What follows belongs to an exercise in optimizing a design on an open flow for small area, a short achievable clock period and few clock cycles per item; a production flow would make more cautious choices.
At most, simulation tests tie the RTL to the original design; equivalence was not proved.
Only the layout flow was run in run 5; the RTL was not checked for function there.

==> flow/design.v (outline; a module is shown in full before it is edited, if it fits) <==
// module mod_add: 12 lines
// module mod_sub: 12 lines
// module booth_enc: 41 lines
// module mul_cs: 836 lines
// module modq_fold1: 116 lines
// module modq_fold2: 54 lines
// module modq_addsub: 149 lines
// module g1_rom: 265 lines
// module ntt_core: 193 lines
// module ntt256: 20 lines
module ntt256 (
    input  wire        clk,
    input  wire        rst_n,
    input  wire        start,
    output wire        done,
    output wire [7:0]  ram_addr_a,
    output wire        ram_we_a,
    output wire [23:0] ram_wdata_a,
    input  wire [23:0] ram_rdata_a,
    output wire [7:0]  ram_addr_b,
    output wire        ram_we_b,
    output wire [23:0] ram_wdata_b,
    input  wire [23:0] ram_rdata_b
);
  // ...
==> flow/flow/run.sh <==
#!/bin/bash
# Standard layout (the standard.sh), with timing repair aiming for 6.5 ns of setup slack.
set -euo pipefail
bash standard.sh SETUP_SLACK_MARGIN=6.5 finish > standard_flow.log 2>&1
==> flow/standard.sh <==
#!/bin/bash
# synth_recipe.tcl (not shown) runs the flow's synth.tcl, then flattens the netlist and writes it again
# the make line also repeats each setting of config.mk as NAME=value (left out here)
make -C /OpenROAD-flow-scripts/flow DESIGN_CONFIG=/design/flow/config.mk WORK_HOME=/design/flow/orfs CLKGATE_MAP_FILE= SYNTH_SCRIPT=/design/flow/synth_recipe.tcl "${@:-finish}"
==> flow/config.mk <==
export PLATFORM = sky130hd
export DESIGN_NAME = ntt256
export DESIGN_NICKNAME = ntt256
export VERILOG_FILES = /design/flow/design.v
export SDC_FILE = /design/flow/constraint.sdc
export NUM_CORES = 4
export LEC_CHECK = 0
export ABC_AREA = 1
export CAP_MARGIN = 20
export CORE_MARGIN = 2
export CORE_UTILIZATION = 40
export SLEW_MARGIN = 20
export SYNTH_MEMORY_MAX_BITS = 8192
==> flow/constraint.sdc <==
create_clock -name core_clock -period 10.0 [get_ports {clk}]
set_input_delay 2.0000 -clock core_clock [delete_from_list [all_inputs] [get_ports {clk}]]
set_output_delay 2.0000 -clock core_clock [all_outputs]
set_load 0.01 [all_outputs]
==> summary.txt, run 1 <==
Outcome - no timing/DRC/antenna violations
Vias - 44244
Slowest cell on the critical path - fa_2
Filler cells - 10862
Critical path origin - u_ntt.w[8]
DP Cell Count - 7251
First-pass DRT Iterations - 8
PnR worst setup slack - 6.28 ns
PortBufs - 113
Gp weighted congestion - 1.04
Final Net Count - 6679
Most common cell after layout, fill and taps aside - nand2_1
Post-synth EDFFs - 69
Crit path top cell by count - fa_2
Grt ovf - 0
Fraction of area in multi-input gates - 0.577
First-pass GRT wire length - 289000 um
GR Util met1 - 0.441
Ranking of synthesized cells by area - dfxtp_1 18%, fa_1 12%, ha_1 9.9%, xor2_1 7.9%, inv_1 7.7%
Tapcells - 1488
Synth Cell Area - 44300 sq um
Critical Path Fanout Max - 5
Max-slew headroom - 0.222
Worst-path clk slew - 0.06 ns
Top_reg_cell synth - dfxtp_1
DR DRC count - 0
Vias in the first global route - 42816
Max Cap Viol - 0
Clk latency of the worst-skew pair - 0.69 ns
Testbench counts, summed over its fixed seeds: cycles 18,702, ntts 18.
==> module ntt_core, before the edit <==
module ntt_core #(
    parameter WIDTH = 24
)(
    input  wire          clk,
    input  wire          rst_n,
    input  wire          start,
    output reg           done,
    output reg  [7:0]    ram_addr_a,
    output reg           ram_we_a,
    output wire [WIDTH-1:0] ram_wdata_a,
    input  wire [WIDTH-1:0] ram_rdata_a,
    output reg  [7:0]    ram_addr_b,
    output reg           ram_we_b,
    output wire [WIDTH-1:0] ram_wdata_b,
    input  wire [WIDTH-1:0] ram_rdata_b
);
    localparam [22:0] Q = 23'd8380417;
    localparam [10:0] T_END = 11'd1039;    
    function [7:0] rd_addr(input [1:0] P, input [5:0] g, input [1:0] k);
        begin
            case (P)
                2'd0: rd_addr = {k[0], k[1], g[2], g[3], g[4], g[5], g[1], ~(g[0] ^ g[1])};
                2'd1: rd_addr = {g[5], g[4], k[0], k[1], g[1], ~(g[0] ^ g[1]), g[3], g[2]};
                2'd2: rd_addr = {g[5], g[4], k[1], k[0], g[1], g[0], g[3], g[2]};
                2'd3: rd_addr = {k[1], k[0], g[1], g[0], g[5], g[4], g[3], g[2]};
            endcase
        end
    endfunction
    function [7:0] wr_addr(input [1:0] P, input [5:0] g, input [1:0] k);
        begin
            case (P)
                2'd0: wr_addr = {~(g[0] ^ g[1]), g[1], g[2], g[3], g[4], g[5], k[1], k[0]};
                2'd1: wr_addr = {g[5], g[4], ~(g[0] ^ g[1]), g[1], k[1], k[0], g[3], g[2]};
                2'd2: wr_addr = {g[5], g[4], k[1], k[0], g[1], g[0], g[3], g[2]};
                2'd3: wr_addr = {k[1], k[0], g[1], g[0], g[5], g[4], g[3], g[2]};
            endcase
        end
    endfunction
    function [7:0] tw_exp(input [1:0] P, input [5:0] g, input [1:0] sel);
        reg [7:0] m;
        begin
            m = 8'd0;
            case (P)
                2'd0: m = {1'b0, 1'b0, 1'b0, 1'b0, 1'b0, 1'b0, 1'b0, 1'b0};
                2'd1: m = {1'b0, 1'b0, 1'b0, 1'b0, 1'b0, 1'b0, g[3], g[2]};
                2'd2: m = {1'b0, 1'b0, 1'b0, 1'b0, g[1], g[0], g[3], g[2]};
                2'd3: m = {1'b0, 1'b0, g[1], g[0], g[5], g[4], g[3], g[2]};
            endcase
            case (P)
                2'd0: tw_exp = (sel == 2'd0) ? (((m << 1) | 8'd1) << 7) :
                             (sel == 2'd1) ? (((m << 1) | 8'd1) << 6) :
                                             (((m << 1) | 8'd3) << 6);
                2'd1: tw_exp = (sel == 2'd0) ? (((m << 1) | 8'd1) << 5) :
                             (sel == 2'd1) ? (((m << 1) | 8'd1) << 4) :
                                             (((m << 1) | 8'd9) << 4);
                2'd2: tw_exp = (sel == 2'd0) ? (((m << 1) | 8'd1) << 3) :
                             (sel == 2'd1) ? (((m << 1) | 8'd1) << 2) :
                                             (((m << 1) | 8'd33) << 2);
                2'd3: tw_exp = (sel == 2'd0) ? (((m << 1) | 8'd1) << 1) :
                             (sel == 2'd1) ? (((m << 1) | 8'd1) << 0) :
                                             (((m << 1) | 8'd129) << 0);
            endcase
        end
    endfunction
    localparam [7:0] IDLE_B = 8'd193;     
    reg         running;
    reg  [10:0] t;
    wire [10:0] n   = t + 11'd1;          
    wire [1:0]  ph  = n[1:0];
    wire [8:0]  qn  = n[10:2];
    wire [8:0]  g1  = qn - 9'd1;
    wire [8:0]  g2  = qn - 9'd2;
    wire [8:0]  g3  = qn - 9'd3;
    wire [8:0]  g4  = qn - 9'd4;
    reg  [7:0] nxt_a, nxt_b;
    reg        nxt_we;
    always @(*) begin
        nxt_a  = 8'd0;
        nxt_b  = IDLE_B;
        nxt_we = 1'b0;
        case (ph)
            2'd0: begin
                if (!qn[8]) nxt_b = rd_addr(qn[7:6], qn[5:0], 2'd3);
                if (!g1[8]) nxt_a = rd_addr(g1[7:6], g1[5:0], 2'd2);
            end
            2'd1: begin
                if (!g1[8]) nxt_b = rd_addr(g1[7:6], g1[5:0], 2'd1);
                if (!g2[8]) nxt_a = rd_addr(g2[7:6], g2[5:0], 2'd0);
            end
            2'd3: if (!g3[8]) begin
                nxt_a  = wr_addr(g3[7:6], g3[5:0], 2'd0);
                nxt_b  = wr_addr(g3[7:6], g3[5:0], 2'd2);
                nxt_we = 1'b1;
            end
            default: if (!g4[8]) begin
                nxt_a  = wr_addr(g4[7:6], g4[5:0], 2'd1);
                nxt_b  = wr_addr(g4[7:6], g4[5:0], 2'd3);
                nxt_we = 1'b1;
            end
        endcase
    end
    always @(posedge clk or negedge rst_n) begin
        if (!rst_n) begin
            running    <= 1'b0;
            done       <= 1'b0;
            t          <= 11'd0;
            ram_addr_a <= 8'd0;
            ram_addr_b <= IDLE_B;
            ram_we_a   <= 1'b0;
            ram_we_b   <= 1'b0;
        end else begin
            ram_addr_a <= nxt_a;
            ram_addr_b <= nxt_b;
            ram_we_a   <= nxt_we & running;
            ram_we_b   <= nxt_we & running;
            if (running) begin
                if (n == T_END) begin
                    running <= 1'b0;
                    done    <= 1'b1;
                    t       <= 11'd0;
                end else begin
                    t <= n;
                end
            end else if (start) begin
                running <= 1'b1;
                done    <= 1'b0;
                t       <= 11'd1;
            end
        end
    end
    wire [10:0] te  = t + 11'd3;
    wire [1:0]  phe = te[1:0];
    reg  [8:0]  ge;
    reg  [1:0]  sel;
    always @(*) begin
        case (phe)
            2'd3:    begin ge = te[10:2];          sel = 2'd0; end
            2'd0:    begin ge = te[10:2] - 9'd2;   sel = 2'd0; end
            2'd2:    begin ge = te[10:2] - 9'd2;   sel = 2'd1; end
            default: begin ge = te[10:2] - 9'd3;   sel = 2'd2; end
        endcase
    end
    reg  [7:0]  e;
    reg  [22:0] wr;
    reg  [35:0] w;                    
    wire [22:0] rom_w;
    wire [35:0] w_enc;
    g1_rom   u_rom  ( .e(e), .w(rom_w) );
    booth_enc u_enc ( .b(wr), .bd(w_enc) );
    reg  [22:0] rd_a, rd_b;           
    reg  [22:0] v;                    
    reg  [22:0] ua;                   
    reg  [22:0] h1, h2, h3;           
    reg  [45:0] ms, mc;               
    reg  [45:0] prod;
    reg  [26:0] r1;
    reg  [22:0] tm;
    reg  [22:0] x, y;
    wire [26:0] fold1_out;
    wire [22:0] fold2_out;
    wire [22:0] add_out, sub_out;
    wire [45:0] mul_s, mul_c;
    mul_cs     u_mul   ( .a(v), .bd(w), .s(mul_s), .c(mul_c) );
    modq_fold1 u_fold1 ( .p(prod), .r(fold1_out) );
    modq_fold2 u_fold2 ( .r(r1), .t(fold2_out) );
    modq_addsub u_as   ( .u(ua), .t(tm), .x(add_out), .y(sub_out) );
    always @(posedge clk) begin
        e    <= tw_exp(ge[7:6], ge[5:0], sel);
        wr   <= rom_w;
        w    <= w_enc;
        rd_a <= ram_rdata_a[22:0];
        rd_b <= ram_rdata_b[22:0];
        case (ph)
            2'd2:    begin v <= h2;   ua <= x;    end
            2'd1:    begin v <= h3;   ua <= h1;   end
            default: begin v <= rd_b; ua <= rd_a; end
        endcase
        case (t[1:0])
            2'd0: begin h2 <= x; h3 <= y; end
            2'd1: begin h1 <= y; end
            default: ;
        endcase
        ms   <= mul_s;
        mc   <= mul_c;
        prod <= ms + mc;
        r1   <= fold1_out;
        tm   <= fold2_out;
        x    <= add_out;
        y    <= sub_out;
    end
    assign ram_wdata_a = {1'b0, x};
    assign ram_wdata_b = {1'b0, y};
endmodule
==> inputs of run 2 (changes only) <==
--- a/flow/design.v
+++ b/flow/design.v
@@ -65,17 +65,18 @@
     assign bd[33] = 1'b0 & ~(b[22] & b[21]);
     assign bd[34] = b[22] ^ b[21];
     assign bd[35] = (1'b0 & ~b[22] & ~b[21]) | (~1'b0 & b[22] & b[21]);
 endmodule
 module mul_cs (
     input  wire [22:0] a,
     input  wire [35:0] bd,
     output wire [45:0] s,
-    output wire [45:0] c
+    output wire [45:0] c,
+    output wire [45:0] d
 );
     wire n1 = ((bd[1] & a[0]) | (bd[2] & 1'b0)) ^ bd[0];
     wire n2 = ((bd[1] & a[1]) | (bd[2] & a[0])) ^ bd[0];
     wire n3 = ((bd[1] & a[2]) | (bd[2] & a[1])) ^ bd[0];
     wire n4 = ((bd[1] & a[3]) | (bd[2] & a[2])) ^ bd[0];
     wire n5 = ((bd[1] & a[4]) | (bd[2] & a[3])) ^ bd[0];
     wire n6 = ((bd[1] & a[5]) | (bd[2] & a[4])) ^ bd[0];
     wire n7 = ((bd[1] & a[6]) | (bd[2] & a[5])) ^ bd[0];
@@ -806,106 +807,119 @@
     wire n732 = n653 ^ n655 ^ n656;
     wire n733 = (n653 & n655) | (n653 & n656) | (n655 & n656);
     wire n734 = n657 ^ n658 ^ n295;
     wire n735 = (n657 & n658) | (n657 & n295) | (n658 & n295);
     wire n736 = n659 ^ n250 ^ n273;
     wire n737 = (n659 & n250) | (n659 & n273) | (n250 & n273);
     wire n738 = n274 ^ n297;
     wire n739 = n274 & n297;
-    wire n740 = n3 ^ n26;
-    wire n741 = n3 & n26;
-    wire n742 = n4 ^ n27;
-    wire n743 = n4 & n27;
-    wire n744 = n660 ^ n51 ^ bd[6];
-    wire n745 = (n660 & n51) | (n660 & bd[6]) | (n51 & bd[6]);
-    wire n746 = n661 ^ n662 ^ n52;
-    wire n747 = (n661 & n662) | (n661 & n52) | (n662 & n52);
-    wire n748 = n663 ^ n664 ^ bd[9];
-    wire n749 = (n663 & n664) | (n663 & bd[9]) | (n664 & bd[9]);
-    wire n750 = n665 ^ n666 ^ n77;
-    wire n751 = (n665 & n666) | (n665 & n77) | (n666 & n77);
-    wire n752 = n667 ^ n668 ^ bd[12];
-    wire n753 = (n667 & n668) | (n667 & bd[12]) | (n668 & bd[12]);
-    wire n754 = n669 ^ n670 ^ n534;
-    wire n755 = (n669 & n670) | (n669 & n534) | (n670 & n534);
-    wire n756 = n671 ^ n672 ^ n538;
-    wire n757 = (n671 & n672) | (n671 & n538) | (n672 & n538);
-    wire n758 = n673 ^ n674 ^ n542;
-    wire n759 = (n673 & n674) | (n673 & n542) | (n674 & n542);
-    wire n760 = n675 ^ n676 ^ n546;
-    wire n761 = (n675 & n676) | (n675 & n546) | (n676 & n546);
-    wire n762 = n677 ^ n678 ^ n550;
-    wire n763 = (n677 & n678) | (n677 & n550) | (n678 & n550);
-    wire n764 = n679 ^ n680 ^ n554;
-    wire n765 = (n679 & n680) | (n679 & n554) | (n680 & n554);
-    wire n766 = n681 ^ n682 ^ n558;
-    wire n767 = (n681 & n682) | (n681 & n558) | (n682 & n558);
-    wire n768 = n683 ^ n684 ^ n562;
-    wire n769 = (n683 & n684) | (n683 & n562) | (n684 & n562);
-    wire n770 = n685 ^ n686 ^ n566;
-    wire n771 = (n685 & n686) | (n685 & n566) | (n686 & n566);
-    wire n772 = n687 ^ n688 ^ n570;
-    wire n773 = (n687 & n688) | (n687 & n570) | (n688 & n570);
-    wire n774 = n689 ^ n690 ^ n574;
-    wire n775 = (n689 & n690) | (n689 & n574) | (n690 & n574);
-    wire n776 = n691 ^ n692 ^ n578;
-    wire n777 = (n691 & n692) | (n691 & n578) | (n692 & n578);
-    wire n778 = n693 ^ n694 ^ n582;
-    wire n779 = (n693 & n694) | (n693 & n582) | (n694 & n582);
-    wire n780 = n695 ^ n696 ^ n586;
-    wire n781 = (n695 & n696) | (n695 & n586) | (n696 & n586);
-    wire n782 = n697 ^ n698 ^ n590;
-    wire n783 = (n697 & n698) | (n697 & n590) | (n698 & n590);
-    wire n784 = n699 ^ n700 ^ n594;
-    wire n785 = (n699 & n700) | (n699 & n594) | (n700 & n594);
-    wire n786 = n701 ^ n702 ^ n598;
-    wire n787 = (n701 & n702) | (n701 & n598) | (n702 & n598);
-    wire n788 = n703 ^ n704 ^ n602;
-    wire n789 = (n703 & n704) | (n703 & n602) | (n704 & n602);
-    wire n790 = n705 ^ n706 ^ n606;
-    wire n791 = (n705 & n706) | (n705 & n606) | (n706 & n606);
-    wire n792 = n707 ^ n708 ^ n610;
-    wire n793 = (n707 & n708) | (n707 & n610) | (n708 & n610);
-    wire n794 = n709 ^ n710 ^ n614;
-    wire n795 = (n709 & n710) | (n709 & n614) | (n710 & n614);
-    wire n796 = n711 ^ n712 ^ n618;
-    wire n797 = (n711 & n712) | (n711 & n618) | (n712 & n618);
-    wire n798 = n713 ^ n714 ^ n622;
-    wire n799 = (n713 & n714) | (n713 & n622) | (n714 & n622);
-    wire n800 = n715 ^ n716 ^ n626;
-    wire n801 = (n715 & n716) | (n715 & n626) | (n716 & n626);
-    wire n802 = n717 ^ n718 ^ n630;
-    wire n803 = (n717 & n718) | (n717 & n630) | (n718 & n630);
-    wire n804 = n719 ^ n720 ^ n634;
-    wire n805 = (n719 & n720) | (n719 & n634) | (n720 & n634);
-    wire n806 = n721 ^ n722 ^ n638;
-    wire n807 = (n721 & n722) | (n721 & n638) | (n722 & n638);
-    wire n808 = n723 ^ n724 ^ n642;
-    wire n809 = (n723 & n724) | (n723 & n642) | (n724 & n642);
-    wire n810 = n725 ^ n726 ^ n646;
-    wire n811 = (n725 & n726) | (n725 & n646) | (n726 & n646);
-    wire n812 = n727 ^ n728 ^ n650;
-    wire n813 = (n727 & n728) | (n727 & n650) | (n728 & n650);
-    wire n814 = n729 ^ n730 ^ n654;
-    wire n815 = (n729 & n730) | (n729 & n654) | (n730 & n654);
-    wire n816 = n731 ^ n732 ^ n294;
-    wire n817 = (n731 & n732) | (n731 & n294) | (n732 & n294);
-    wire n818 = n733 ^ n734 ^ 1'b1;
-    wire n819 = (n733 & n734) | (n733 & 1'b1) | (n734 & 1'b1);
-    wire n820 = n735 ^ n736 ^ n296;
-    wire n821 = (n735 & n736) | (n735 & n296) | (n736 & n296);
-    wire n822 = n737 ^ n738 ^ 1'b1;
-    wire n823 = (n737 & n738) | (n737 & 1'b1) | (n738 & 1'b1);
-    wire n824 = n739 ^ n275 ^ n298;
-    wire n825 = (n739 & n275) | (n739 & n298) | (n275 & n298);
-    wire n826 = n299 ^ 1'b1;
-    wire n827 = n299 & 1'b1;
-    assign s = {n825, n823, n821, n819, n817, n815, n813, n811, n809, n807, n805, n803, n801, n799, n797, n795, n793, n791, n789, n787, n785, n783, n781, n779, n777, n775, n773, n771, n769, n767, n765, n763, n761, n759, n757, n755, n753, n751, n749, n747, n745, n743, n741, n740, n2, n1};
-    assign c = {n826, n824, n822, n820, n818, n816, n814, n812, n810, n808, n806, n804, n802, n800, n798, n796, n794, n792, n790, n788, n786, n784, n782, n780, n778, n776, n774, n772, n770, n768, n766, n764, n762, n760, n758, n756, n754, n752, n750, n748, n746, n744, n742, bd[3], 1'b0, bd[0]};
+    assign s = {n299, n739, n737, n735, n733, n731, n729, n727, n725, n723, n721, n719, n717, n715, n713, n711, n709, n707, n705, n703, n701, n699, n697, n695, n693, n691, n689, n687, n685, n683, n681, n679, n677, n675, n673, n671, n669, n667, n665, n663, n661, n660, n4, n3, n2, n1};
+    assign c = {1'b1, n275, n738, n736, n734, n732, n730, n728, n726, n724, n722, n720, n718, n716, n714, n712, n710, n708, n706, n704, n702, n700, n698, n696, n694, n692, n690, n688, n686, n684, n682, n680, n678, n676, n674, n672, n670, n668, n666, n664, n662, n51, n27, n26, 1'b0, bd[0]};
+    assign d = {1'b0, n298, 1'b1, n296, 1'b1, n294, n654, n650, n646, n642, n638, n634, n630, n626, n622, n618, n614, n610, n606, n602, n598, n594, n590, n586, n582, n578, n574, n570, n566, n562, n558, n554, n550, n546, n542, n538, n534, bd[12], n77, bd[9], n52, bd[6], 1'b0, bd[3], 1'b0, 1'b0};
+endmodule
+module add3_46 (
+    input  wire [45:0] a,
+    input  wire [45:0] b,
+    input  wire [45:0] c,
+    output wire [45:0] s
+);
+    wire n1 = a[0] ^ b[0];
+    wire n2 = a[0] & b[0];
+    wire n3 = a[1] ^ b[1] ^ c[1];
+    wire n4 = (a[1] & b[1]) | (a[1] & c[1]) | (b[1] & c[1]);
+    wire n5 = a[2] ^ b[2] ^ c[2];
+    wire n6 = (a[2] & b[2]) | (a[2] & c[2]) | (b[2] & c[2]);
+    wire n7 = a[3] ^ b[3] ^ c[3];
+    wire n8 = (a[3] & b[3]) | (a[3] & c[3]) | (b[3] & c[3]);
+    wire n9 = a[4] ^ b[4] ^ c[4];
+    wire n10 = (a[4] & b[4]) | (a[4] & c[4]) | (b[4] & c[4]);
+    wire n11 = a[5] ^ b[5] ^ c[5];
+    wire n12 = (a[5] & b[5]) | (a[5] & c[5]) | (b[5] & c[5]);
+    wire n13 = a[6] ^ b[6] ^ c[6];
+    wire n14 = (a[6] & b[6]) | (a[6] & c[6]) | (b[6] & c[6]);
+    wire n15 = a[7] ^ b[7] ^ c[7];
+    wire n16 = (a[7] & b[7]) | (a[7] & c[7]) | (b[7] & c[7]);
+    wire n17 = a[8] ^ b[8] ^ c[8];
+    wire n18 = (a[8] & b[8]) | (a[8] & c[8]) | (b[8] & c[8]);
+    wire n19 = a[9] ^ b[9] ^ c[9];
+    wire n20 = (a[9] & b[9]) | (a[9] & c[9]) | (b[9] & c[9]);
+    wire n21 = a[10] ^ b[10] ^ c[10];
+    wire n22 = (a[10] & b[10]) | (a[10] & c[10]) | (b[10] & c[10]);
+    wire n23 = a[11] ^ b[11] ^ c[11];
+    wire n24 = (a[11] & b[11]) | (a[11] & c[11]) | (b[11] & c[11]);
+    wire n25 = a[12] ^ b[12] ^ c[12];
+    wire n26 = (a[12] & b[12]) | (a[12] & c[12]) | (b[12] & c[12]);
+    wire n27 = a[13] ^ b[13] ^ c[13];
+    wire n28 = (a[13] & b[13]) | (a[13] & c[13]) | (b[13] & c[13]);
+    wire n29 = a[14] ^ b[14] ^ c[14];
+    wire n30 = (a[14] & b[14]) | (a[14] & c[14]) | (b[14] & c[14]);
+    wire n31 = a[15] ^ b[15] ^ c[15];
+    wire n32 = (a[15] & b[15]) | (a[15] & c[15]) | (b[15] & c[15]);
+    wire n33 = a[16] ^ b[16] ^ c[16];
+    wire n34 = (a[16] & b[16]) | (a[16] & c[16]) | (b[16] & c[16]);
+    wire n35 = a[17] ^ b[17] ^ c[17];
+    wire n36 = (a[17] & b[17]) | (a[17] & c[17]) | (b[17] & c[17]);
+    wire n37 = a[18] ^ b[18] ^ c[18];
+    wire n38 = (a[18] & b[18]) | (a[18] & c[18]) | (b[18] & c[18]);
+    wire n39 = a[19] ^ b[19] ^ c[19];
+    wire n40 = (a[19] & b[19]) | (a[19] & c[19]) | (b[19] & c[19]);
+    wire n41 = a[20] ^ b[20] ^ c[20];
+    wire n42 = (a[20] & b[20]) | (a[20] & c[20]) | (b[20] & c[20]);
+    wire n43 = a[21] ^ b[21] ^ c[21];
+    wire n44 = (a[21] & b[21]) | (a[21] & c[21]) | (b[21] & c[21]);
+    wire n45 = a[22] ^ b[22] ^ c[22];
+    wire n46 = (a[22] & b[22]) | (a[22] & c[22]) | (b[22] & c[22]);
+    wire n47 = a[23] ^ b[23] ^ c[23];
+    wire n48 = (a[23] & b[23]) | (a[23] & c[23]) | (b[23] & c[23]);
+    wire n49 = a[24] ^ b[24] ^ c[24];
+    wire n50 = (a[24] & b[24]) | (a[24] & c[24]) | (b[24] & c[24]);
+    wire n51 = a[25] ^ b[25] ^ c[25];
+    wire n52 = (a[25] & b[25]) | (a[25] & c[25]) | (b[25] & c[25]);
+    wire n53 = a[26] ^ b[26] ^ c[26];
+    wire n54 = (a[26] & b[26]) | (a[26] & c[26]) | (b[26] & c[26]);
+    wire n55 = a[27] ^ b[27] ^ c[27];
+    wire n56 = (a[27] & b[27]) | (a[27] & c[27]) | (b[27] & c[27]);
+    wire n57 = a[28] ^ b[28] ^ c[28];
+    wire n58 = (a[28] & b[28]) | (a[28] & c[28]) | (b[28] & c[28]);
+    wire n59 = a[29] ^ b[29] ^ c[29];
+    wire n60 = (a[29] & b[29]) | (a[29] & c[29]) | (b[29] & c[29]);
+    wire n61 = a[30] ^ b[30] ^ c[30];
+    wire n62 = (a[30] & b[30]) | (a[30] & c[30]) | (b[30] & c[30]);
+    wire n63 = a[31] ^ b[31] ^ c[31];
+    wire n64 = (a[31] & b[31]) | (a[31] & c[31]) | (b[31] & c[31]);
+    wire n65 = a[32] ^ b[32] ^ c[32];
+    wire n66 = (a[32] & b[32]) | (a[32] & c[32]) | (b[32] & c[32]);
+    wire n67 = a[33] ^ b[33] ^ c[33];
+    wire n68 = (a[33] & b[33]) | (a[33] & c[33]) | (b[33] & c[33]);
+    wire n69 = a[34] ^ b[34] ^ c[34];
+    wire n70 = (a[34] & b[34]) | (a[34] & c[34]) | (b[34] & c[34]);
+    wire n71 = a[35] ^ b[35] ^ c[35];
+    wire n72 = (a[35] & b[35]) | (a[35] & c[35]) | (b[35] & c[35]);
+    wire n73 = a[36] ^ b[36] ^ c[36];
+    wire n74 = (a[36] & b[36]) | (a[36] & c[36]) | (b[36] & c[36]);
+    wire n75 = a[37] ^ b[37] ^ c[37];
+    wire n76 = (a[37] & b[37]) | (a[37] & c[37]) | (b[37] & c[37]);
+    wire n77 = a[38] ^ b[38] ^ c[38];
+    wire n78 = (a[38] & b[38]) | (a[38] & c[38]) | (b[38] & c[38]);
+    wire n79 = a[39] ^ b[39] ^ c[39];
+    wire n80 = (a[39] & b[39]) | (a[39] & c[39]) | (b[39] & c[39]);
+    wire n81 = a[40] ^ b[40] ^ c[40];
+    wire n82 = (a[40] & b[40]) | (a[40] & c[40]) | (b[40] & c[40]);
+    wire n83 = a[41] ^ b[41] ^ c[41];
+    wire n84 = (a[41] & b[41]) | (a[41] & c[41]) | (b[41] & c[41]);
+    wire n85 = a[42] ^ b[42] ^ c[42];
+    wire n86 = (a[42] & b[42]) | (a[42] & c[42]) | (b[42] & c[42]);
+    wire n87 = a[43] ^ b[43] ^ c[43];
+    wire n88 = (a[43] & b[43]) | (a[43] & c[43]) | (b[43] & c[43]);
+    wire n89 = a[44] ^ b[44] ^ c[44];
+    wire n90 = (a[44] & b[44]) | (a[44] & c[44]) | (b[44] & c[44]);
+    wire n91 = a[45] ^ b[45] ^ c[45];
+    wire n92 = (a[45] & b[45]) | (a[45] & c[45]) | (b[45] & c[45]);
+    assign s = {n90, n88, n86, n84, n82, n80, n78, n76, n74, n72, n70, n68, n66, n64, n62, n60, n58, n56, n54, n52, n50, n48, n46, n44, n42, n40, n38, n36, n34, n32, n30, n28, n26, n24, n22, n20, n18, n16, n14, n12, n10, n8, n6, n4, n2, n1} + {n91, n89, n87, n85, n83, n81, n79, n77, n75, n73, n71, n69, n67, n65, n63, n61, n59, n57, n55, n53, n51, n49, n47, n45, n43, n41, n39, n37, n35, n33, n31, n29, n27, n25, n23, n21, n19, n17, n15, n13, n11, n9, n7, n5, n3, c[0]};
 endmodule
 module modq_fold1 (
     input  wire [45:0] p,
     output wire [26:0] r
 );
     wire n1 = p[13] ^ p[23];
     wire n2 = p[13] & p[23];
     wire n3 = p[14] ^ p[24];
@@ -1636,26 +1650,27 @@
     wire [22:0] rom_w;
     wire [35:0] w_enc;
     g1_rom   u_rom  ( .e(e), .w(rom_w) );
     booth_enc u_enc ( .b(wr), .bd(w_enc) );
     reg  [22:0] rd_a, rd_b;           
     reg  [22:0] v;                    
     reg  [22:0] ua;                   
     reg  [22:0] h1, h2, h3;           
-    reg  [45:0] ms, mc;               
+    reg  [45:0] ms, mc, md;           
     reg  [45:0] prod;
     reg  [26:0] r1;
     reg  [22:0] tm;
     reg  [22:0] x, y;
     wire [26:0] fold1_out;
     wire [22:0] fold2_out;
     wire [22:0] add_out, sub_out;
-    wire [45:0] mul_s, mul_c;
-    mul_cs     u_mul   ( .a(v), .bd(w), .s(mul_s), .c(mul_c) );
+    wire [45:0] mul_s, mul_c, mul_d, prod_sum;
+    mul_cs     u_mul   ( .a(v), .bd(w), .s(mul_s), .c(mul_c), .d(mul_d) );
+    add3_46    u_add3  ( .a(ms), .b(mc), .c(md), .s(prod_sum) );
     modq_fold1 u_fold1 ( .p(prod), .r(fold1_out) );
     modq_fold2 u_fold2 ( .r(r1), .t(fold2_out) );
     modq_addsub u_as   ( .u(ua), .t(tm), .x(add_out), .y(sub_out) );
     always @(posedge clk) begin
         e    <= tw_exp(ge[7:6], ge[5:0], sel);
         wr   <= rom_w;
         w    <= w_enc;
         rd_a <= ram_rdata_a[22:0];
@@ -1667,17 +1682,18 @@
         endcase
         case (t[1:0])
             2'd0: begin h2 <= x; h3 <= y; end
             2'd1: begin h1 <= y; end
             default: ;
         endcase
         ms   <= mul_s;
         mc   <= mul_c;
-        prod <= ms + mc;
+        md   <= mul_d;
+        prod <= prod_sum;
         r1   <= fold1_out;
         tm   <= fold2_out;
         x    <= add_out;
         y    <= sub_out;
     end
     assign ram_wdata_a = {1'b0, x};
     assign ram_wdata_b = {1'b0, y};
 endmodule
==> run 2 against run 1 <==
Against the previous run: still clean; maximum frequency grew 1.5%; area after synthesis rose by 1.1%; critical path depth grew 1; global-route usage decreased by 0.99 points; flip-flop and latch count up 39; core utilization fell by 2.0 points; final cell count shrank 1.9%; highest routed layer unchanged.
==> summary.txt, run 2 <==
Outcome - no timing/DRC/antenna violations (unchanged)
CP Data Required Time - 10.52 ns (was 10.59 ns)
Most common cell after layout, fill and taps aside - nand2_1 (unchanged)
DR DRC count - 0 (unchanged)
I/O Pins - 118 (unchanged)
Post-synth EDFFs - 69 (unchanged)
FF-to-FF End - u_ntt.wr[19] (was u_ntt.mc[22])
DP Cell Count - 7200 (was 7251)
DRT iter0 DRCs - 4841 (was 5249)
Grt ovf - 0 (unchanged)
H-tree depth - 2 (unchanged)
FF-to-FF path depth - 13 (was 12)
Crit Path Class - flip-flop to flip-flop (unchanged)
Final-report hold violation count - 0 (unchanged)
Max clock buf depth - 3 (unchanged)
Core Box Area - 111000 sq um (was 110000 sq um)
GRT Util Overall - 0.336 (was 0.346)
Gp weighted congestion - 1.04 (about the same)
Setup TNS - 0 ns (unchanged)
Most frequent cells in the layout - 891 x nand2_1, 769 x inv_1, 386 x xor2_1, 383 x dfxtp_1, 357 x nor2_1 (was 874 x nand2_1, 828 x inv_1, 372 x xor2_1, 344 x nor2_1, 338 x o21ai_0)
Largest regs - u_ntt.ms (46), u_ntt.prod (46), u_ntt.mc (44) (was u_ntt.ms (46), u_ntt.prod (46), u_ntt.mc (45))
Max-slew violation count - 0 (unchanged)
Wire per inst - 27.0 um (was 26.8 um)
Die span in y - 339 um (was 337 um)
Synth Cell Area - 44800 sq um (was 44300 sq um)
Yosys warnings - 2 (unchanged)
Synth area leader - dfxtp_1 (unchanged)
RSZ-0062 raised after global routing - true (unchanged)
Cells after synthesis - 5776 (was 5822)
Max-slew headroom - 0.200 (was 0.222)
DPL Wire Length - 147000 um (was 144000 um)
HP Class - flip-flop to flip-flop (unchanged)
Vias in the first global route - 41448 (was 42816)
Worst hold stages - 0 (unchanged)
Crit. End Element - flip-flop (unchanged)
Final Net Count - 6539 (was 6679)
Final Skew - 0.0554 ns (was 0.0719 ns)
Routed WL - 201000 um (was 202000 um)
Most frequent cell after synthesis - nand2_1 (was inv_1)
FF-to-FF Start - u_ntt.e[1] (was u_ntt.w[8])
Top_reg_cell synth - dfxtp_1 (unchanged)
Synth Register Bits - 529 (was 490)
First-pass DRT Iterations - 6 (was 8)
Largest net degree at the start of global routing - 110 (was 60)
Filler cells - 11280 (was 10862)
Top cells by count, synth - 905 x nand2_1, 804 x inv_1, 430 x dfxtp_1 (was 914 x inv_1, 894 x nand2_1, 402 x xor2_1)
DIE AREA - 115000 sq um (was 113000 sq um)
Starting density of the core - 0.404 (was 0.402)
Cell Area, Placed - 47400 sq um (was 47000 sq um)
Root Driver - clkbuf_16 (unchanged)
First-pass GRT wire length - 287000 um (was 289000 um)
Finished Layout Cells - 7417 (was 7557)
WHS Endpoint - u_ntt.w[1] (unchanged)
Critical Path Fanout Max - 14 (was 5)
Fin crit share - 0.367 (was 0.372)
Max Cap Viol - 0 (unchanged)
Final instance area - 51000 sq um (was 53000 sq um)
CP Launch Type - flip-flop (unchanged)
Critical path arrival - 4.19 ns (was 4.31 ns)
Top cell type's share of synthesized area - 0.192 (was 0.177)
Synth Area per Inst - 7.75 sq um (was 7.61 sq um)
Synthesis-to-layout area growth - 13.9% (was 19.5%)
Die width - 339 um (was 337 um)
Std-Cell Rows - 122 (unchanged)
Via density - 5.87 (was 5.85)
Clk latency of the worst-skew pair - 0.70 ns (was 0.69 ns)
Ranking of synthesized cells by area - dfxtp_1 19%, fa_1 12%, ha_1 9.8%, xor2_1 7.6%, nand2_1 7.6% (was dfxtp_1 18%, fa_1 12%, ha_1 9.9%, xor2_1 7.9%, inv_1 7.7%)
Sequential share of the synthesized area - 0.255 (was 0.240)
Worst Hold Launch - u_ntt.wr[0] (unchanged)
Clock sink total - 529 (was 490)
Area of the multi-input gates - 29700 sq um (was 30500 sq um)
Initial antenna violation count - 11 (was 12)
Final setup violation count - 0 (unchanged)
FMAX - 273 MHz (was 268 MHz)
Post-synth cell types - 78 (was 71)
PortBufs - 113 (unchanged)
R2R setup slack - 6.33 ns (was 6.28 ns)
Synth async-reset ratio - 0.0567 (was 0.0612)
Clock buffer count from CTS - 59 (was 57)
Fin util - 0.460 (was 0.481)
Fin crit period - 3.67 ns (was 3.72 ns)
Vias - 43518 (was 44244)
Layout cells sized above 1 - 0.101 (was 0.147)
Seq. cell area - 11500 sq um (was 10800 sq um)
Worst-path clk slew - 0.06 ns (about the same)
CTS tree - yes (unchanged)
Slew @ Worst Pin - 1.19 ns (was 1.17 ns)
Routed Antenna Nets - 0 (unchanged)
## run 2: cells by family after synthesis
logic type	share of synthesized area
other	0.0000838
XOR/XNOR	0.0876
flip-flops	0.255
adder cells (fa/ha/maj)	0.216
buffers and inverters	0.0935
AO/OA/AOI/OAI	0.178
AND/OR/NAND/NOR	0.168
multiplexers	0.000978
## run 2: area by class of cell
| cell class | count | area share |
|---|---|---|
| antenna | 4 | 0.000196 |
| timing repair buffer | 280 | 0.0494 |
| inverter | 834 | 0.0640 |
| clock inverter | 42 | 0.00910 |
| sequential | 529 | 0.226 |
| tap | 1488 | 0.0365 |
| multi-input combinational | 4150 | 0.582 |
| clock buffer | 70 | 0.0303 |
| timing repair inverter | 20 | 0.00236 |
## run 2: through the flow
| stage | setup slack (ns) | hold WS (ns) |
|---|---|---|
| 2_1_floorplan | 6.53 | 0.329 |
| 3_3_place_gp | 4.86 | 0.376 |
| 3_5_place_dp | 5.00 | 0.378 |
| 4_1_cts | 6.41 | 0.383 |
| 5_1_grt | 6.40 | 0.400 |
| 6_report | 6.33 | 0.384 |
## run 2: how the worst max path moves through the flow
stage	start	end
after global placement	u_ntt.e[1]	u_ntt.wr[19]
final	u_ntt.e[1]	u_ntt.wr[19]
after detailed placement	u_ntt.e[1]	u_ntt.wr[19]
after global routing	u_ntt.e[0]	u_ntt.wr[5]
after floorplan	u_ntt.w[18]	u_ntt.mc[24]
after CTS	u_ntt.e[1]	u_ntt.wr[19]
## run 2: per-layer routing
metal / global-route usage / up-vias / wire length [um]
met1: 0.438 / 20986 / 81500
met2: 0.526 / 2424 / 87500
li1: - / 19445 / -
met5: 0.000833 / - / 86
met4: 0.186 / 14 / 14000
met3: 0.0606 / 649 / 17400
## run 2: worst max-delay path, stage by stage (launching register included)
cell and delay, ns:
dfxtp_1 0.32, buf_6 0.28, clkinv_4 0.23, ha_2 0.51
nand2_1 0.15, nand2_1 0.16, inv_1 0.23, nor2_4 0.30
inv_1 0.13, nor2_4 0.25, o21ai_1 0.27, o2111ai_1 0.16
o21ai_0 0.13, o21ai_2 0.35
## run 2: what timing repair did
action                                  in CTS  in global routing
resized for setup                          249                124
cloned                                      15                  5
buffers inserted                            26                 55
endpoints found under the setup margin     175                131
hold buffers                                 0                  0
pin swaps                                    2                 15
Testbench counts of run 2, summed over its fixed seeds: cycles 18,702, ntts 18.
==> inputs of run 3 (changes only) <==
==> flow/run.sh (new file) <==
#!/bin/bash
# synth_recipe.tcl (not shown) runs the flow's synth.tcl, then flattens the netlist and writes it again
# the make line also repeats each setting of config.mk as NAME=value (left out here)
make -C /OpenROAD-flow-scripts/flow DESIGN_CONFIG=/design/flow/config.mk WORK_HOME=/design/flow/orfs CLKGATE_MAP_FILE= SYNTH_SCRIPT=/design/flow/synth_recipe.tcl finish
--- a/flow/config.mk
+++ b/flow/config.mk
@@ -11,2 +11,3 @@
 export CORE_UTILIZATION = 40
+export SETUP_SLACK_MARGIN = 5
 export SLEW_MARGIN = 20
removed: flow/flow/run.sh
removed: flow/standard.sh
==> run 3 against run 2 <==
Against the previous run: die area unchanged; clock skew up 0.024 ns; critical endpoint is now u_ntt.wr[18]; synthesized cell count did not move; critical path type unchanged; final cell count fell by 1.3%; still clean; routed wire length is 3.2% lower; maximum frequency down 26%.
==> summary.txt, run 3 <==
Die width - 339 um (unchanged)
Most frequent cell after synthesis - nand2_1 (unchanged)
Cells after synthesis - 5776 (unchanged)
Wire per inst - 26.5 um (was 27.0 um)
Synth Register Bits - 529 (unchanged)
Std-Cell Rows - 122 (unchanged)
Synthesis-to-layout area growth - 10.7% (was 13.9%)
R2R setup slack - 5.07 ns (was 6.33 ns)
Critical path origin - u_ntt.e[1] (unchanged)
DR DRC count - 0 (unchanged)
Initial antenna violation count - 5 (was 11)
Ranking of synthesized cells by area - dfxtp_1 19%, fa_1 12%, ha_1 9.8%, xor2_1 7.6%, nand2_1 7.6% (unchanged)
Critical Path Fanout Max - 14 (unchanged)
Final Net Count - 6445 (was 6539)
I/O Pins - 118 (unchanged)
Top_reg_cell synth - dfxtp_1 (unchanged)
Filler cells - 11400 (was 11280)
First-pass GRT wire length - 281000 um (was 287000 um)
Worst-path clk slew - 0.06 ns (about the same)
Most common cell after layout, fill and taps aside - nand2_1 (unchanged)
DIE AREA - 115000 sq um (unchanged)
GR Util met1 - 0.445 (was 0.438)
Worst hold slack - 0.375 ns (was 0.384 ns)
Largest regs - u_ntt.ms (46), u_ntt.prod (46), u_ntt.mc (44) (unchanged)
First-pass DRT Iterations - 6 (unchanged)
CTS tree - yes (unchanged)
Crit Path Class - flip-flop to flip-flop (unchanged)
Max-slew headroom - 0.177 (was 0.200)
Fin crit period - 4.93 ns (was 3.67 ns)
Vias - 42640 (was 43518)
Final Skew - 0.0796 ns (was 0.0554 ns)
Final-report hold violation count - 0 (unchanged)
Max-slew violation count - 0 (unchanged)
Top cells by count, synth - 905 x nand2_1, 804 x inv_1, 430 x dfxtp_1 (unchanged)
FF-to-FF path depth - 11 (was 13)
Clk latency of the worst-skew pair - 0.70 ns (about the same)
Largest net degree at the start of global routing - 60 (was 110)
DPL Wire Length - 147000 um (about the same)
Post-synth cell types - 78 (unchanged)
Clock buffer count from CTS - 60 (was 59)
Routed WL - 194000 um (was 201000 um)
Synth area leader - dfxtp_1 (unchanged)
Via density - 5.82 (was 5.87)
Root Driver - clkbuf_16 (unchanged)
PortBufs - 113 (unchanged)
Top cell type's share of synthesized area - 0.192 (unchanged)
FMAX - 203 MHz (was 273 MHz)
Sequential share of the synthesized area - 0.255 (unchanged)
Slew @ Worst Pin - 1.22 ns (was 1.19 ns)
Routed Antenna Nets - 0 (unchanged)
Grt ovf - 0 (unchanged)
Synth Area per Inst - 7.75 sq um (unchanged)
HP Class - flip-flop to flip-flop (unchanged)
DRT iter0 DRCs - 4922 (was 4841)
Area of the multi-input gates - 29200 sq um (was 29700 sq um)
Outcome - no timing/DRC/antenna violations (unchanged)
Gp weighted congestion - 0.997 (was 1.04)
Yosys warnings - 2 (unchanged)
Synth async-reset ratio - 0.0567 (unchanged)
Critical path arrival - 5.36 ns (was 4.19 ns)
Core Box Area - 111000 sq um (unchanged)
FF-to-FF Start - u_ntt.e[1] (unchanged)
Final setup violation count - 0 (unchanged)
# Post-CTS Setup Buffers - 0 (was 26)
Synth Cell Area - 44800 sq um (unchanged)
GR Util met2 - 0.505 (was 0.526)
H-tree depth - 2 (unchanged)
Most used routing layer - met2 (unchanged)
Met3 usage - 0.0484 (was 0.0606)
CP Launch Type - flip-flop (unchanged)
Starting density of the core - 0.404 (unchanged)
Clock sink total - 529 (unchanged)
Post-synth EDFFs - 69 (unchanged)
GRT Util Overall - 0.328 (was 0.336)
Number of hold buffers added after cts - 0 (unchanged)
FF-to-FF End - u_ntt.wr[18] (was u_ntt.wr[19])
CP Data Required Time - 10.43 ns (was 10.52 ns)
Max clock buf depth - 3 (unchanged)
RSZ-0062 raised after global routing - false (was true)
Worst setup path end - u_ntt.wr[18] (was u_ntt.wr[19])
Layout cells sized above 1 - 0.0559 (was 0.101)
Most frequent cells in the layout - 905 x nand2_1, 801 x inv_1, 426 x dfxtp_1, 388 x xor2_1, 385 x nor2_1 (was 891 x nand2_1, 769 x inv_1, 386 x xor2_1, 383 x dfxtp_1, 357 x nor2_1)
Crit. End Element - flip-flop (unchanged)
Vias in the first global route - 40862 (was 41448)
Fin crit share - 0.493 (was 0.367)
Setup TNS - 0 ns (unchanged)
Fin util - 0.447 (was 0.460)
Max Cap Viol - 0 (unchanged)
Seq. cell area - 11400 sq um (was 11500 sq um)
Post-cts sizing count - 0 (was 249)
Die span in y - 339 um (unchanged)
[run 3: area by class of cell]
cell class | count | area share
Antenna cell | 1 | 0.0000505
Timing Repair Buffer | 205 | 0.0368
Clock inverter | 47 | 0.0108
Sequential cell | 529 | 0.231
Clock buffer | 67 | 0.0316
Tap cell | 1488 | 0.0376
Multi-Input combinational cell | 4150 | 0.589
Inverter | 834 | 0.0635
[run 3: kinds of logic after synthesis]
family                   Yosys count  synth area share
flip-flops                       529             0.255
XOR/XNOR                         442            0.0876
buffers and inverters           1098            0.0935
adder cells (fa/ha/maj)          616             0.216
other                              1         0.0000838
multiplexers                       4          0.000978
AO/OA/AOI/OAI                   1320             0.178
AND/OR/NAND/NOR                 1766             0.168
[run 3: through the flow]
step / instance area (sq um) / setup slack, ns / cells
floorplan: 44800 / 6.31 / 5777
global placement: 47400 / 5.36 / 7206
detailed placement: 47400 / 5.46 / 7206
CTS: 49600 / 5.39 / 7320
global route: 49600 / 5.18 / 7320
finish: 49600 / 5.07 / 7321
[run 3: worst min-delay path by stage]
stage / from / endpoint / slack [ns] / depth (start not counted)
finish: u_ntt.wr[0] / u_ntt.w[1] / 0.38 / 0
global route: u_ntt.wr[0] / u_ntt.w[1] / 0.39 / 0
CTS: u_ntt.w[35] / u_ntt.ms[45] / 0.37 / 2
detailed placement: u_ntt.wr[0] / u_ntt.w[1] / 0.37 / 0
global placement: u_ntt.wr[0] / u_ntt.w[1] / 0.37 / 0
floorplan: u_ntt.w[0] / u_ntt.mc[0] / 0.33 / 0
[run 3: metal layers]
metal,share of wire,up-vias
met3,0.080,485
li1,-,19255
met1,0.42,20671
met2,0.44,2227
met4,0.061,2
met5,0.000057,-
[run 3: worst max-delay path, cell delays in order (launching register included)]
cell	delay, ns
dfxtp_1	0.31
buf_4	0.35
clkinv_1	0.65
ha_1	0.62
nand2_1	0.24
nand2_1	0.14
inv_1	0.44
o22ai_1	0.19
a221oi_1	0.65
o21ai_0	0.18
o21ai_0	0.55
o21ai_0	0.34
==> inputs of run 4 (changes only) <==
==> flow/flow/run.sh (new file) <==
#!/bin/bash
# Standard layout (the standard.sh), with timing repair aiming for 6.8 ns of setup slack.
set -euo pipefail
bash standard.sh SETUP_SLACK_MARGIN=6.8 finish > standard_flow.log 2>&1
==> flow/standard.sh (new file) <==
#!/bin/bash
# synth_recipe.tcl (not shown) runs the flow's synth.tcl, then flattens the netlist and writes it again
# the make line also repeats each setting of config.mk as NAME=value (left out here)
make -C /OpenROAD-flow-scripts/flow DESIGN_CONFIG=/design/flow/config.mk WORK_HOME=/design/flow/orfs CLKGATE_MAP_FILE= SYNTH_SCRIPT=/design/flow/synth_recipe.tcl "${@:-finish}"
--- a/flow/config.mk
+++ b/flow/config.mk
@@ -11,3 +11,2 @@
 export CORE_UTILIZATION = 40
-export SETUP_SLACK_MARGIN = 5
 export SLEW_MARGIN = 20
removed: flow/run.sh
==> run 4 against run 3 <==
Against the previous run: final cell count increased by 2.9%; sequential share of layout area down 1.4 points; still clean on timing, DRC and antenna; design area grew 8.7%; global-route usage rose by 0.36 points; area after synthesis did not move; maximum frequency is 50% higher; die area unchanged; clock-buffer cell count grew 23; via count grew 3.8%; routed wire length rose by 1.9%.
==> summary.txt, run 4 <==
Max-slew headroom - 0.368 (was 0.177)
Top cells by count, synth - 905 x nand2_1, 804 x inv_1, 430 x dfxtp_1 (unchanged)
FF-to-FF Start - u_ntt.e[0] (was u_ntt.e[1])
Crit Path Class - flip-flop to flip-flop (unchanged)
Routed Antenna Nets - 0 (unchanged)
Vias - 44278 (was 42640)
I/O Pins - 118 (unchanged)
DR DRC count - 0 (unchanged)
Synth async-reset ratio - 0.0567 (unchanged)
Met2 routed WL - 83700 um (was 84600 um)
Root Driver - clkbuf_16 (unchanged)
Most common cell after layout, fill and taps aside - nand2_1 (unchanged)
Cells after synthesis - 5776 (unchanged)
Layout cells sized above 1 - 0.171 (was 0.0559)
Die width - 339 um (unchanged)
Die span in y - 339 um (unchanged)
Clk latency of the worst-skew pair - 0.65 ns (was 0.70 ns)
Top layer in use - met5 (unchanged)
Post-synth EDFFs - 69 (unchanged)
Outcome - no timing/DRC/antenna violations (unchanged)
Top cell type's share of synthesized area - 0.192 (unchanged)
Clock sink total - 529 (unchanged)
DIE AREA - 115000 sq um (unchanged)
Final Skew - 0.0260 ns (was 0.0796 ns)
Largest net degree at the start of global routing - 84 (was 60)
Synth area leader - dfxtp_1 (unchanged)
Final setup violation count - 0 (unchanged)
PortBufs - 113 (unchanged)
Routed WL - 198000 um (was 194000 um)
Final-report hold violation count - 0 (unchanged)
Critical path origin - u_ntt.e[0] (was u_ntt.e[1])
CP Launch Type - flip-flop (unchanged)
Synthesis-to-layout area growth - 20.4% (was 10.7%)
Worst Hold Launch - u_ntt.wr[1] (was u_ntt.wr[0])
Synth Area per Inst - 7.75 sq um (unchanged)
First-pass GRT wire length - 284000 um (was 281000 um)
Wire length on met1 - 80100 um (was 82300 um)
Via density - 5.88 (was 5.82)
Most frequent cell after synthesis - nand2_1 (unchanged)
Final Net Count - 6651 (was 6445)
First-pass DRT Iterations - 6 (unchanged)
FF-to-FF path depth - 13 (was 11)
Max clock buf depth - 3 (unchanged)
Critical Path Fanout Max - 10 (was 14)
H-tree depth - 3 (was 2)
Cell Area, Placed - 47500 sq um (was 47400 sq um)
FMAX - 305 MHz (was 203 MHz)
GRT Util Overall - 0.331 (was 0.328)
Gp weighted congestion - 1.10 (was 0.997)
Most frequent cells in the layout - 871 x nand2_1, 750 x inv_1, 377 x xor2_1, 342 x nor2_1, 331 x dfxtp_1 (was 905 x nand2_1, 801 x inv_1, 426 x dfxtp_1, 388 x xor2_1, 385 x nor2_1)
Max-slew violation count - 0 (unchanged)
Wire per inst - 26.3 um (was 26.5 um)
Max Cap Viol - 0 (unchanged)
RSZ-0062 raised after global routing - true (was false)
Yosys warnings - 2 (unchanged)
Core Box Area - 111000 sq um (unchanged)
Met3 WL post-DR - 20500 um (was 15600 um)
Fin crit period - 3.28 ns (was 4.93 ns)
HP Class - flip-flop to flip-flop (unchanged)
Std-Cell Rows - 122 (unchanged)
R2R setup slack - 6.72 ns (was 5.07 ns)
CTS tree - yes (unchanged)
Final instance area - 53900 sq um (was 49600 sq um)
DPL Wire Length - 142000 um (was 147000 um)
Clock buffer count from CTS - 67 (was 60)
Synth Cell Area - 44800 sq um (unchanged)
Vias in the first global route - 42406 (was 40862)
Worst hold slack - 0.428 ns (was 0.375 ns)
Grt ovf - 0 (unchanged)
CP Data Required Time - 10.47 ns (was 10.43 ns)
Post-synth cell types - 78 (unchanged)
Synth Register Bits - 529 (unchanged)
DRT iter0 DRCs - 4995 (was 4922)
Largest regs - u_ntt.ms (46), u_ntt.prod (46), u_ntt.mc (44) (unchanged)
WHS Endpoint - u_ntt.w[0] (was u_ntt.w[1])
FF-to-FF End - u_ntt.wr[10] (was u_ntt.wr[18])
Critical path arrival - 3.75 ns (was 5.36 ns)
Worst-path clk slew - 0.06 ns (about the same)
Top_reg_cell synth - dfxtp_1 (unchanged)
Ranking of synthesized cells by area - dfxtp_1 19%, fa_1 12%, ha_1 9.8%, xor2_1 7.6%, nand2_1 7.6% (unchanged)
Fin crit share - 0.328 (was 0.493)
Starting density of the core - 0.404 (unchanged)
Worst hold stages - 0 (unchanged)
Sequential share of the synthesized area - 0.255 (unchanged)
Setup TNS - 0 ns (unchanged)
Crit. End Element - flip-flop (unchanged)
Initial antenna violation count - 9 (was 5)
Slew @ Worst Pin - 0.948 ns (was 1.22 ns)
Number of hold buffers added after cts - 0 (unchanged)
## run 4: logic make-up after synthesis
logic type / synth area share
AOI/OAI and AO/OA: 0.178
xor gates and xnor gates: 0.0876
adders and majority gates: 0.216
buffers and inverters: 0.0935
DFF: 0.255
muxes: 0.000978
other: 0.0000838
and+or+nand+nor: 0.168
## run 4: layout make-up
cell class	instances	area [sq um]
antenna	5	12.5
clock buffer	90	1860
clock inverter	33	478
fill	10939	56900
inverter	834	3320
multi-input combinational	4150	31100
sequential	529	11700
tap	1488	1860
timing repair buffer	387	3470
timing repair inverter	17	120
## run 4: layer usage
layer	up-vias	track usage
met2	2678	0.496
met3	698	0.0799
met1	21223	0.438
met5	-	0
li1	19677	-
met4	2	0.183
## run 4: worst max-delay path, stage by stage (launching register included)
cell	delay, ns
dfxtp_1	0.32
buf_12	0.15
clkinvlp_4	0.09
buf_4	0.17
buf_4	0.25
ha_1	0.20
buf_4	0.25
nand2_1	0.17
nand2_2	0.23
clkinvlp_4	0.23
o221ai_1	0.34
a32o_1	0.19
o21ai_0	0.14
o32ai_2	0.35
## run 4: how the worst max path moves through the flow
stage                    end  slack, ns  cells after the start
2_1_floorplan   u_ntt.mc[22]       6.80                      9
3_3_place_gp    u_ntt.wr[15]       5.48                     14
3_5_place_dp    u_ntt.wr[15]       5.60                     14
4_1_cts        ram_addr_b[6]       6.69                      1
5_1_grt         u_ntt.mc[24]       6.65                      9
6_report        u_ntt.wr[10]       6.72                     13
## run 4: through the flow
step | cells | setup WS, ns | utilization
2_1_floorplan | 5777 | 6.80 | -
3_3_place_gp | 7213 | 5.48 | 0.429
3_5_place_dp | 7213 | 5.60 | 0.429
4_1_cts | 7444 | 6.69 | 0.466
5_1_grt | 7529 | 6.65 | 0.486
6_report | 7533 | 6.72 | 0.486
## run 4: timing repair
action | in CTS | in global routing
gates cloned | 18 | 2
endpoints found under the hold margin | 0 | 0
gates resized for setup | 668 | 375
buffers inserted | 90 | 82
endpoints found under the setup margin | 242 | 181
pin swaps | 15 | 67
==> inputs of run 5 (changes only) <==
--- a/flow/design.v
+++ b/flow/design.v
@@ -1682,5 +1682,6 @@
         endcase
+        h2 <= x;                      
         case (t[1:0])
-            2'd0: begin h2 <= x; h3 <= y; end
-            2'd1: begin h1 <= y; end
+            2'd0: h3 <= y;
+            2'd1: h1 <= y;
             default: ;
==> run 5 against run 4 <==
Against the previous run: critical endpoint is now ram_addr_b[6]; register-to-register slack worse by 0.06 ns; area after synthesis shrank 0.72%; design area up 1.4%; largest cell class unchanged; critical path type is now flip-flop to output port; critical path depth decreased by 12; still clean on timing, DRC and antenna; die area fell by 0.71%; synthesized cell count is 0.21% lower; final cell count increased by 0.40%.
==> summary.txt, run 5 <==
Area of the multi-input gates - 31500 sq um (was 31100 sq um)
Final Net Count - 6689 (was 6651)
Post-synth cell types - 71 (was 78)
Crit Path Class - flip-flop to output port (was flip-flop to flip-flop)
Most common cell after layout, fill and taps aside - nand2_1 (unchanged)
Worst hold slack - 0.325 ns (was 0.428 ns)
Crit-path cells - buf_6 (was buf_12 > clkinvlp_4 > buf_4 > buf_4 > ha_1 > buf_4 > nand2_1 > nand2_2 > clkinvlp_4 > o221ai_1 > a32o_1 > o21ai_0 > o32ai_2)
Post-synth EDFFs - 46 (was 69)
Worst Hold Launch - u_ntt.wr[0] (was u_ntt.wr[1])
Most frequent cells in the layout - 923 x nand2_1, 687 x inv_1, 359 x xor2_1, 357 x nand3_1, 340 x dfxtp_1 (was 871 x nand2_1, 750 x inv_1, 377 x xor2_1, 342 x nor2_1, 331 x dfxtp_1)
PnR worst setup slack - 6.66 ns (was 6.72 ns)
Outcome - no timing/DRC/antenna violations (unchanged)
Sequential share of the synthesized area - 0.252 (was 0.255)
Largest net degree at the start of global routing - 66 (was 84)
Final-report hold violation count - 0 (unchanged)
Vias in the first global route - 42493 (was 42406)
RSZ-0062 raised after global routing - true (unchanged)
Routed Antenna Nets - 0 (unchanged)
Slew @ Worst Pin - 1.01 ns (was 0.948 ns)
Core Box Area - 110000 sq um (was 111000 sq um)
Finished Layout Cells - 7563 (was 7533)
CP top delay family - flip-flops (was buffers and inverters)
Top cells by count, synth - 966 x nand2_1, 776 x inv_1, 453 x dfxtp_1 (was 905 x nand2_1, 804 x inv_1, 430 x dfxtp_1)
FF-to-FF path depth - 15 (was 13)
DR DRC count - 0 (unchanged)
CP Data Required Time - 8.00 ns (was 10.47 ns)
First-pass DRT Iterations - 6 (unchanged)
Synth area leader - dfxtp_1 (unchanged)
Starting density of the core - 0.403 (was 0.404)
Clock sink total - 529 (unchanged)
DRT iter0 DRCs - 5376 (was 4995)
Buf/Inv on CP - 1 (was 6)
H-tree depth - 2 (was 3)
Grt ovf - 0 (unchanged)
R2R setup slack - 6.66 ns (was 6.72 ns)
Top cell type's share of synthesized area - 0.204 (was 0.192)
Wire per inst - 27.8 um (was 26.3 um)
FF-to-FF Start - u_ntt.prod[24] (was u_ntt.e[0])
Setup TNS - 0 ns (unchanged)
Max Cap Viol - 0 (unchanged)
Crit. End Element - output port (was flip-flop)
Layout cells sized above 1 - 0.192 (was 0.171)
Clock buffer count from CTS - 60 (was 67)
DPL Wire Length - 148000 um (was 142000 um)
Fin util - 0.495 (was 0.486)
Filler cells - 10624 (was 10939)
CTS tree - yes (unchanged)
Die width - 337 um (was 339 um)
Worst hold stages - 0 (unchanged)
Critical Path Fanout Max - 1 (was 10)
Synth Cell Area - 44400 sq um (was 44800 sq um)
Initial antenna violation count - 14 (was 9)
Worst-path clk slew - 0.06 ns (about the same)
Final instance area - 54600 sq um (was 53900 sq um)
Clk latency of the worst-skew pair - 0.72 ns (was 0.65 ns)
First-pass GRT wire length - 294000 um (was 284000 um)
DP Cell Count - 7178 (was 7213)
GRT Util Overall - 0.356 (was 0.331)
Seq. cell area - 11500 sq um (was 11700 sq um)
Yosys warnings - 2 (unchanged)
Vias - 44576 (was 44278)
DIE AREA - 114000 sq um (was 115000 sq um)
Top_reg_cell synth - dfxtp_1 (unchanged)
Critical path arrival - 1.34 ns (was 3.75 ns)
Root Driver - clkbuf_16 (unchanged)
Max-slew violation count - 0 (unchanged)
Synth async-reset ratio - 0.0567 (unchanged)
Fin crit share - 0.334 (was 0.328)
WHS Endpoint - u_ntt.w[1] (was u_ntt.w[0])
Largest regs - u_ntt.ms (46), u_ntt.prod (46), u_ntt.mc (44) (unchanged)
Max-slew headroom - 0.330 (was 0.368)
Largest stage delay on the critical path - 0.54 ns (was 0.35 ns)
HP Class - flip-flop to flip-flop (unchanged)
Gp weighted congestion - 1.06 (was 1.10)
Ranking of synthesized cells by area - dfxtp_1 20%, fa_1 12%, ha_1 9.8%, nand2_1 8.2%, xor2_1 7.5% (was dfxtp_1 19%, fa_1 12%, ha_1 9.8%, xor2_1 7.6%, nand2_1 7.6%)
Synth Area per Inst - 7.71 sq um (was 7.75 sq um)
Fin crit period - 3.34 ns (was 3.28 ns)
PortBufs - 113 (unchanged)
Cell Area, Placed - 47000 sq um (was 47500 sq um)
CP Launch Type - flip-flop (unchanged)
Die span in y - 337 um (was 339 um)
Cells after synthesis - 5764 (was 5776)
Final Skew - 0.0648 ns (was 0.0260 ns)
Max clock buf depth - 3 (unchanged)
Routed WL - 210000 um (was 198000 um)
Most frequent cell after synthesis - nand2_1 (unchanged)
I/O Pins - 118 (unchanged)
FF-to-FF End - u_ntt.r1[23] (was u_ntt.wr[10])
Final setup violation count - 0 (unchanged)
FMAX - 299 MHz (was 305 MHz)
Via density - 5.89 (was 5.88)
Synthesis-to-layout area growth - 23.0% (was 20.4%)
Synth Register Bits - 529 (unchanged)
Std-Cell Rows - 122 (unchanged)
Pre-CTS WS - 5.18 ns (was 5.60 ns)
Slowest cell on the critical path - dfstp_2 (was o32ai_2)
[run 5: cell families after synthesis]
| family | after synthesis | share of synthesized area |
|---|---|---|
| DFF | 529 | 0.252 |
| AOI/OAI and AO/OA | 1271 | 0.172 |
| muxes | 5 | 0.00121 |
| adders and majority gates | 615 | 0.218 |
| other | 1 | 0.0000844 |
| xor gates and xnor gates | 443 | 0.0903 |
| buffers and inverters | 1062 | 0.0907 |
| and+or+nand+nor | 1838 | 0.176 |
[run 5: cell type report]
class,count,area share
Antenna cell,2,0.0000916
Clock buffer,74,0.0296
Clock inverter,36,0.00900
Inverter,804,0.0597
Multi-Input combinational cell,4175,0.576
Sequential cell,529,0.211
Tap cell,1488,0.0341
Timing Repair Buffer,424,0.0763
Timing Repair inverter,31,0.00380
[run 5: layer usage]
layer / vias up / routed length [um] / track usage
li1: 19697 / - / -
met1: 21438 / 84400 / 0.458
met2: 2688 / 88700 / 0.539
met3: 753 / 20500 / 0.0807
met4: 0 / 16600 / 0.223
met5: - / 0 / 0
[run 5: repair_timing]
| item | CTS | global route |
|---|---|---|
| cloned | 36 | 3 |
| setup buffers | 151 | 83 |
| gates resized for setup | 842 | 367 |
| hold buffers | 0 | 0 |
| pin swaps | 47 | 110 |
| setup endpoints to repair | 264 | 213 |
[run 5: worst max-delay path by stage]
stage,endpoint,start,slack (ns),cells after the start
CTS,ram_addr_b[6],u_ntt.ram_addr_b[6],6.60,1
global placement,u_ntt.wr[15],u_ntt.e[0],5.15,10
detailed placement,u_ntt.wr[15],u_ntt.e[0],5.18,10
global route,u_ntt.r1[23],u_ntt.prod[24],6.58,15
floorplan,u_ntt.mc[22],u_ntt.w[0],6.80,9
finish,ram_addr_b[6],u_ntt.ram_addr_b[6],6.66,1

static timing again, ports no longer ideal:
In the flow no input, the clock included, has a driving cell. The finished layouts below were timed again as built, in two steps. Step 1 (the two cells are an assumption about what drives the block):
set clk [get_ports {clk}]
set_driving_cell -lib_cell sky130_fd_sc_hd__clkbuf_16 $clk
set_driving_cell -lib_cell sky130_fd_sc_hd__buf_2 [delete_from_list [all_inputs] $clk]
Step 2, shift: input delay + t, output delay - t, t = (earliest + latest rising clock arrival at the registers) / 2. This alone moves slack from input paths to output paths. Slacks: no drivers / after step 1 / after step 2; pairs: no drivers / after step 1.
run	t, ns	setup WS [ns]	hold slack, ns	worst data-port slew with drivers (ns)
run 1	0.730	6.275 / 6.275 / 6.275	0.365 / 0.365 / 0.365	0.12
run 2	0.750	6.332 / 6.332 / 6.332	0.384 / 0.384 / 0.384	0.10
run 3	0.738	5.066 / 5.066 / 5.066	0.375 / 0.375 / 0.375	0.08
run 4	0.714	6.718 / 6.654 / 6.718	0.428 / 0.428 / 0.428	0.06
run 5	0.765	6.657 / 6.578 / 6.551	0.325 / 0.325 / 0.325	0.14
After both steps every run listed still meets setup and hold. For run 5, which loses most, drivers alone change the setup slack by -0.079 ns; drivers and shift together by -0.106 ns.
